From an optimization exercise on the open Yosys and OpenROAD flow, aimed at small area; shortcuts taken in it are not production practice.
For this run, only the layout was checked, not whether the RTL still works.
No activity file was given, so power comes from the tool's default toggle rates.

==> flow/design.v <==
module PWM_Generator_Verilog(clk,reset,rise,fall,clk_out);
input wire clk;
input wire reset;
output wire clk_out;
input wire [31:0] rise; 
input wire [31:0] fall;
reg [31:0] count, count_on, count_off;
reg  pos_or_neg;
always @(posedge clk, posedge reset) begin
    if(reset) begin
		count<= 0;
		count <= 0;
        pos_or_neg <=1;
		end 
	else  if ( (pos_or_neg ==1) )
	begin
	if ((count >= count_on-1) )
		begin 
		count <=0;
		pos_or_neg <=0;  	  
		end
	else 
	count <= count+1;
	end
	else  if ( (pos_or_neg ==0) )
	begin
	if ((count >= count_off-1) )
		begin 
		count <=0;
		pos_or_neg <=1;  	  
		end
	else 
	count <= count+1;
	end
end	
always @(rise, fall)
begin
count_on <= rise;
count_off <= fall;	
end	
assign clk_out = pos_or_neg;
endmodule
module robot_arm_controller (
  input        CLOCK_50,
  input        RESET_N,
  input [3:0] 	KEY,
  output	[35:0] GPIO_0
);
wire clk;
wire reset;
wire key0_triggered;
wire key1_triggered;
wire key2_triggered;
wire key3_triggered;
reg key0_reg;
reg key1_reg;
reg key2_reg;
reg key3_reg;
assign key0_triggered = ~KEY[0] && ~key0_reg;
assign key1_triggered = ~KEY[1] && ~key1_reg;
assign key2_triggered = ~KEY[2] && ~key2_reg;
assign key3_triggered = ~KEY[3] && ~key3_reg;
wire out20;
wire out19;
wire out18;
wire out17;
wire out16;
wire out15;
wire out14;
wire out13;
wire out12;
wire out11;
wire out10;
wire outTest;
wire outKEY;
wire outGrip;
assign clk = CLOCK_50;
assign reset = !RESET_N;
wire [31:0] rise20 = 100000;
wire [31:0] fall20 = 900000;
wire [31:0] rise19 = 95000;
wire [31:0] fall19 = 905000;
wire [31:0] rise18 = 90000;
wire [31:0] fall18 = 910000;
wire [31:0] rise17 = 85000;
wire [31:0] fall17 = 915000;
wire [31:0] rise16 = 80000;
wire [31:0] fall16 = 920000;
wire [31:0] rise15 = 75000;
wire [31:0] fall15 = 925000;
wire [31:0] rise14 = 70000;
wire [31:0] fall14 = 930000;
wire [31:0] rise13 = 65000;
wire [31:0] fall13 = 935000;
wire [31:0] rise12 = 60000;
wire [31:0] fall12 = 940000;
wire [31:0] rise11 = 55000;
wire [31:0] fall11 = 945000;
wire [31:0] rise10 = 50000;
wire [31:0] fall10 = 950000;
wire [31:0] riseTest = 125000;
wire [31:0] fallTest = 875000;
assign GPIO_0[0] = out20;
assign GPIO_0[1] = out19;
assign GPIO_0[2] = out18;
assign GPIO_0[3] = out17;
assign GPIO_0[4] = out16;
assign GPIO_0[5] = out15;
assign GPIO_0[6] = out14;
assign GPIO_0[7] = out13;
assign GPIO_0[8] = out12;
assign GPIO_0[9] = out11;
assign GPIO_0[10] = out10;
assign GPIO_0[11] = outTest;
assign GPIO_0[12] = 1'b0;
assign GPIO_0[13] = outKEY;
assign GPIO_0[14] = 1'b0;
assign GPIO_0[15] = outGrip;
assign GPIO_0[35:16] = 20'b0;
reg [31:0] riseKey;
reg [31:0] fallKey;
reg [31:0] riseGrip;
reg [31:0] fallGrip;
PWM_Generator_Verilog generator20(clk, reset, rise20, fall20, out20);
PWM_Generator_Verilog generator19(clk, reset, rise19, fall19, out19);
PWM_Generator_Verilog generator18(clk, reset, rise18, fall18, out18);
PWM_Generator_Verilog generator17(clk, reset, rise17, fall17, out17);
PWM_Generator_Verilog generator16(clk, reset, rise16, fall16, out16);
PWM_Generator_Verilog generator15(clk, reset, rise15, fall15, out15);
PWM_Generator_Verilog generator14(clk, reset, rise14, fall14, out14);
PWM_Generator_Verilog generator13(clk, reset, rise13, fall13, out13);
PWM_Generator_Verilog generator12(clk, reset, rise12, fall12, out12);
PWM_Generator_Verilog generator11(clk, reset, rise11, fall11, out11);
PWM_Generator_Verilog generator10(clk, reset, rise10, fall10, out10);
PWM_Generator_Verilog generatorTest(clk, reset, riseTest, fallTest, outTest);
PWM_Generator_Verilog generatorKey(clk, reset, riseKey, fallKey, outKEY);
PWM_Generator_Verilog generatorGrip(clk, reset, riseGrip, fallGrip, outGrip);
always@(posedge clk) begin
		key0_reg <= ~KEY[0];
		key1_reg <= ~KEY[1];
		key2_reg <= ~KEY[2];
		key3_reg <= ~KEY[3];
end
always@(posedge clk)begin
		if (reset) begin
			riseKey <= 75000;
			fallKey <= 925000;
			riseGrip = 75000;
			fallGrip = 925000;
		end
		else if (key0_triggered && riseKey < 125000) begin
			riseKey <= riseKey + 25000;
			fallKey <= fallKey - 25000;
		end
		else if (key1_triggered && riseKey > 25000) begin
			riseKey <= riseKey - 25000;
			fallKey <= fallKey + 25000;
		end
		else if (key2_triggered && riseGrip < 125000) begin
			riseGrip <= riseGrip + 25000;
			fallGrip <= fallGrip - 25000;
		end
		else if (key3_triggered && riseGrip > 25000) begin
			riseGrip <= riseGrip - 25000;
			fallGrip <= fallGrip + 25000;
		end
end
endmodule
==> flow/run.sh <==
#!/bin/bash
# synth_recipe.tcl (not shown) runs the flow's synth.tcl, then flattens the netlist and writes it again
# the make line also repeats each setting of config.mk as NAME=value (left out here)
make -C /OpenROAD-flow-scripts/flow DESIGN_CONFIG=/design/flow/config.mk WORK_HOME=/design/flow/orfs CLKGATE_MAP_FILE= SYNTH_SCRIPT=/design/flow/synth_recipe.tcl finish
==> flow/config.mk <==
export PLATFORM = sky130hd
export DESIGN_NAME = robot_arm_controller
export DESIGN_NICKNAME = robot_arm_controller
export VERILOG_FILES = /design/flow/design.v
export SDC_FILE = /design/flow/constraint.sdc
export NUM_CORES = 4
export LEC_CHECK = 0
export CAP_MARGIN = 20
export CORE_MARGIN = 2
export CORE_UTILIZATION = 40
export SLEW_MARGIN = 20
==> flow/constraint.sdc <==
create_clock -name core_clock -period 10.0 [get_ports {CLOCK_50}]
set_input_delay 2.0000 -clock core_clock [delete_from_list [all_inputs] [get_ports {CLOCK_50}]]
set_output_delay 2.0000 -clock core_clock [all_outputs]
set_load 0.01 [all_outputs]
==> results.ini <==
[status]
outcome = complete, no violations

[sta]
slew_viol_final = 0
whs_ps = 458.8
period_share = 0.6584
fmax_mhz = 151.9
max_slew.worst_pin.slew_ps = 971.5
hold_viol_final = 0
timing.final.ws_setup_ps = 3416
maxSlewHeadroom = 0.3523
tns_ps = 0
setup_viol = 0
post-route-min-period_ps = 6584
fin_skew_ps = 26.46
rsz0062_at_grt = false

[global_route]
grt_pass1_vias = 22500
grt_max_degree = 154
grt_pass1_wl_mm = 109.3
antenna_found_initial = 0
grt_use_total = 0.1562
gr-total-overflow = 0

[worst_setup_path]
crit_arrival_ps = 7110
worstSetupEndpoint = fallGrip[31]
crit_start = KEY[2]
path_max_fanout = 37
reg2reg_depth = 15
end_kind = flop
r2r_end = fallGrip[31]
worstSetupStartpointType = input port
required_ps = 10530
regToRegSetupSlack_ps = 4300
r2r-start = riseGrip[24]
critical_path_class = in2reg

[yosys]
netlist_area_um2 = 31810
netlist_instances = 3436
synthArstFlopShare = 0.7938
seq_area_frac_synth = 0.4395
avgSynthCellArea_um2 = 9.258
synth.most_common_cell = nor2_1
synth_top_area_share = 0.3524
ys.flop_type = dfrtp_1
yosys_register_bits = 582
synthTopCellsByArea = dfrtp_1, dfxtp_1, ha_1, nor2_1, xnor2_1
yosysUniqueCellTypes = 82
ys.warnings.count = 2
synthTopCellsByCount = nor2_1, dfrtp_1, nand2_1, xnor2_1, xor2_1
yosys.area.top_type = dfrtp_1
synth_edf_count = 0

[power]
p_per_area_nw_per_um2 = 220.1
leakage_nw = 15.25
ir_drop_mv = 0.1178

[cells_and_area]
n_antenna_cell = 0
fillers = 7630
area_growth_pct = 12.80
final_util = 0.4549
final_nets = 3763
drive_gt1_frac = 0.05252

[clocking]
cts_tree = done
h-tree-depth = 3
clock-sinks = 582
cts.repair.resized = 0
worstSkewPairLatency_ps = 600
clockBufferDepth = 3
clk_pin_slew_ps = 60
cts_setup_buffers = 0
root_buffer = clkbuf_16
ctsHoldBuffers = 0
cts_made_buffers = 70

[floorplan]
core-area_um2 = 78870
rows = 103
start_util = 0.4033
die_h_um = 286
pin_count = 42
die_area_um2 = 81800
die_x_um = 286

[placed_design]
portBuffers = 19
post-dp-hpwl_mm = 42.37
pre_cts_ws_ps = 3039
routabilityCongestion = 0.8418

[hold_path]
hold_path.class = reg2reg

[route]
totalWireLength_mm = 62.33
viasPerCell = 5.015
wire_per_inst_um = 13.35
drt-initial-drc-count = 1265
drcViolationCount = 0
dr.pass1.iters = 5
final_antenna_net_count = 0
via_count = 23410

[run]
cap_violations = 0

cell type report:
| class | instances | area [um2] | area share |
|---|---|---|---|
| Clock inverter | 36 | 510.5 | 0.01423 |
| Multi-Input combinational cell | 2812 | 17540 | 0.4888 |
| Clock buffer | 91 | 1972 | 0.05496 |
| Timing Repair Buffer | 35 | 327.8 | 0.009137 |
| Tap cell | 1050 | 1314 | 0.03662 |
| Inverter | 62 | 237.7 | 0.006626 |
| Sequential cell | 582 | 13980 | 0.3897 |
per-layer routing:
metal  GRT usage  share of wire  up-vias
met5           0              0        -
met2      0.2471           0.45      247
met1      0.2209           0.50    11010
li1            -              -    12070
met4     0.04634          0.019        0
met3     0.02360          0.032       84
how the worst min path moves through the flow:
stage	start	end	slack [ps]	depth (start not counted)
after global placement	generator11.count[0]	generator11.count[0]	450	1
final	generatorKey.count[0]	generatorKey.count[0]	460	1
after global routing	generatorGrip.count[0]	generatorGrip.count[0]	500	1
after detailed placement	generatorKey.count[0]	generatorKey.count[0]	460	1
after floorplan	generator11.count[0]	generator11.count[0]	430	1
after CTS	generatorKey.count[0]	generatorKey.count[0]	470	1
logic make-up after synthesis:
logic type,after synthesis,synth area share
AND/OR/NAND/NOR,1476,0.2204
AO/OA/AOI/OAI,497,0.1013
XOR/XNOR,470,0.1294
buffers and inverters,207,0.02954
other,1,0.0001179
flip-flops,582,0.4395
adder cells (fa/ha/maj),194,0.07678
multiplexers,9,0.002871
placed cells by master (no fill, tap or decap), types with 14 or more instances in the layout:
master,instances
o21ai_0,83
clkbuf_16,71
a21oi_1,145
nor2b_1,34
nand4_1,64
nand3_1,171
nand2_1,269
nor4_1,78
inv_1,59
or4_1,32
dfxtp_1,120
and4_1,21
and2_1,20
o21a_1,18
nor2_1,564
xor2_1,233
xnor2_1,237
dfrtp_1,448
a31oi_1,22
dfstp_2,14
nand2b_1,18
a211oi_1,30
or3_1,31
and3_1,49
o211ai_1,26
buf_4,15
nor3_1,88
conb_1,166
ha_1,192
a21o_1,60
clkdlybuf4s50_1,18
power by group:
part,total (W),switching [W],internal [W]
clock network,0.00271,0.00102,0.00168
logic,0.00233,0.00134,0.000993
registers,0.00286,0.000320,0.00254
worst max-delay path: stages:
cell and delay (ps):
clkdlybuf4s50_1 440, or4_1 420, or4_4 710, clkinv_4 350, ha_1 360, a2111oi_0 560
o2111ai_1 250, nor3_1 260, nor3_1 150, a311oi_1 790, o32ai_1 190, mux2_2 320
o21a_1 170, nor3_1 110
through the flow:
stage / instance area [um2] / total power, W / cells
6_report: 35880 / 0.007896 / 4668
4_1_cts: 35880 / 0.007997 / 4668
2_1_floorplan: 32430 / 0.004722 / 3601
3_5_place_dp: 33390 / 0.005220 / 4541
5_1_grt: 35880 / 0.008471 / 4668
3_3_place_gp: 33390 / 0.005210 / 4541

re-timing with driven ports:
Ports are ideal in the flow. The routed layout listed here was re-timed in OpenROAD.
Step 1: set_driving_cell puts a clkbuf_16 on CLOCK_50 and a buf_2 on each other input, an assumption about the parent block.
Step 2 adds t to the input delays and takes it off the output delays; t is the mean of the earliest and latest rising clock arrival at the registers after step 1. Input paths then give back, and output paths get back, about the clock's delay inside the block.
a / b / c = ideal / step 1 / step 2; a / b = the first two.
shift t [ns]: 0.648
setup slack, ns: 3.416 / 3.453 / 2.805
worst setup path after step 2: input to register
pins driven straight from the clock port: 1
After both steps this run still meets setup and hold. The setup slack of this run moves by +0.037 ns with the drivers and by -0.611 ns with both steps.
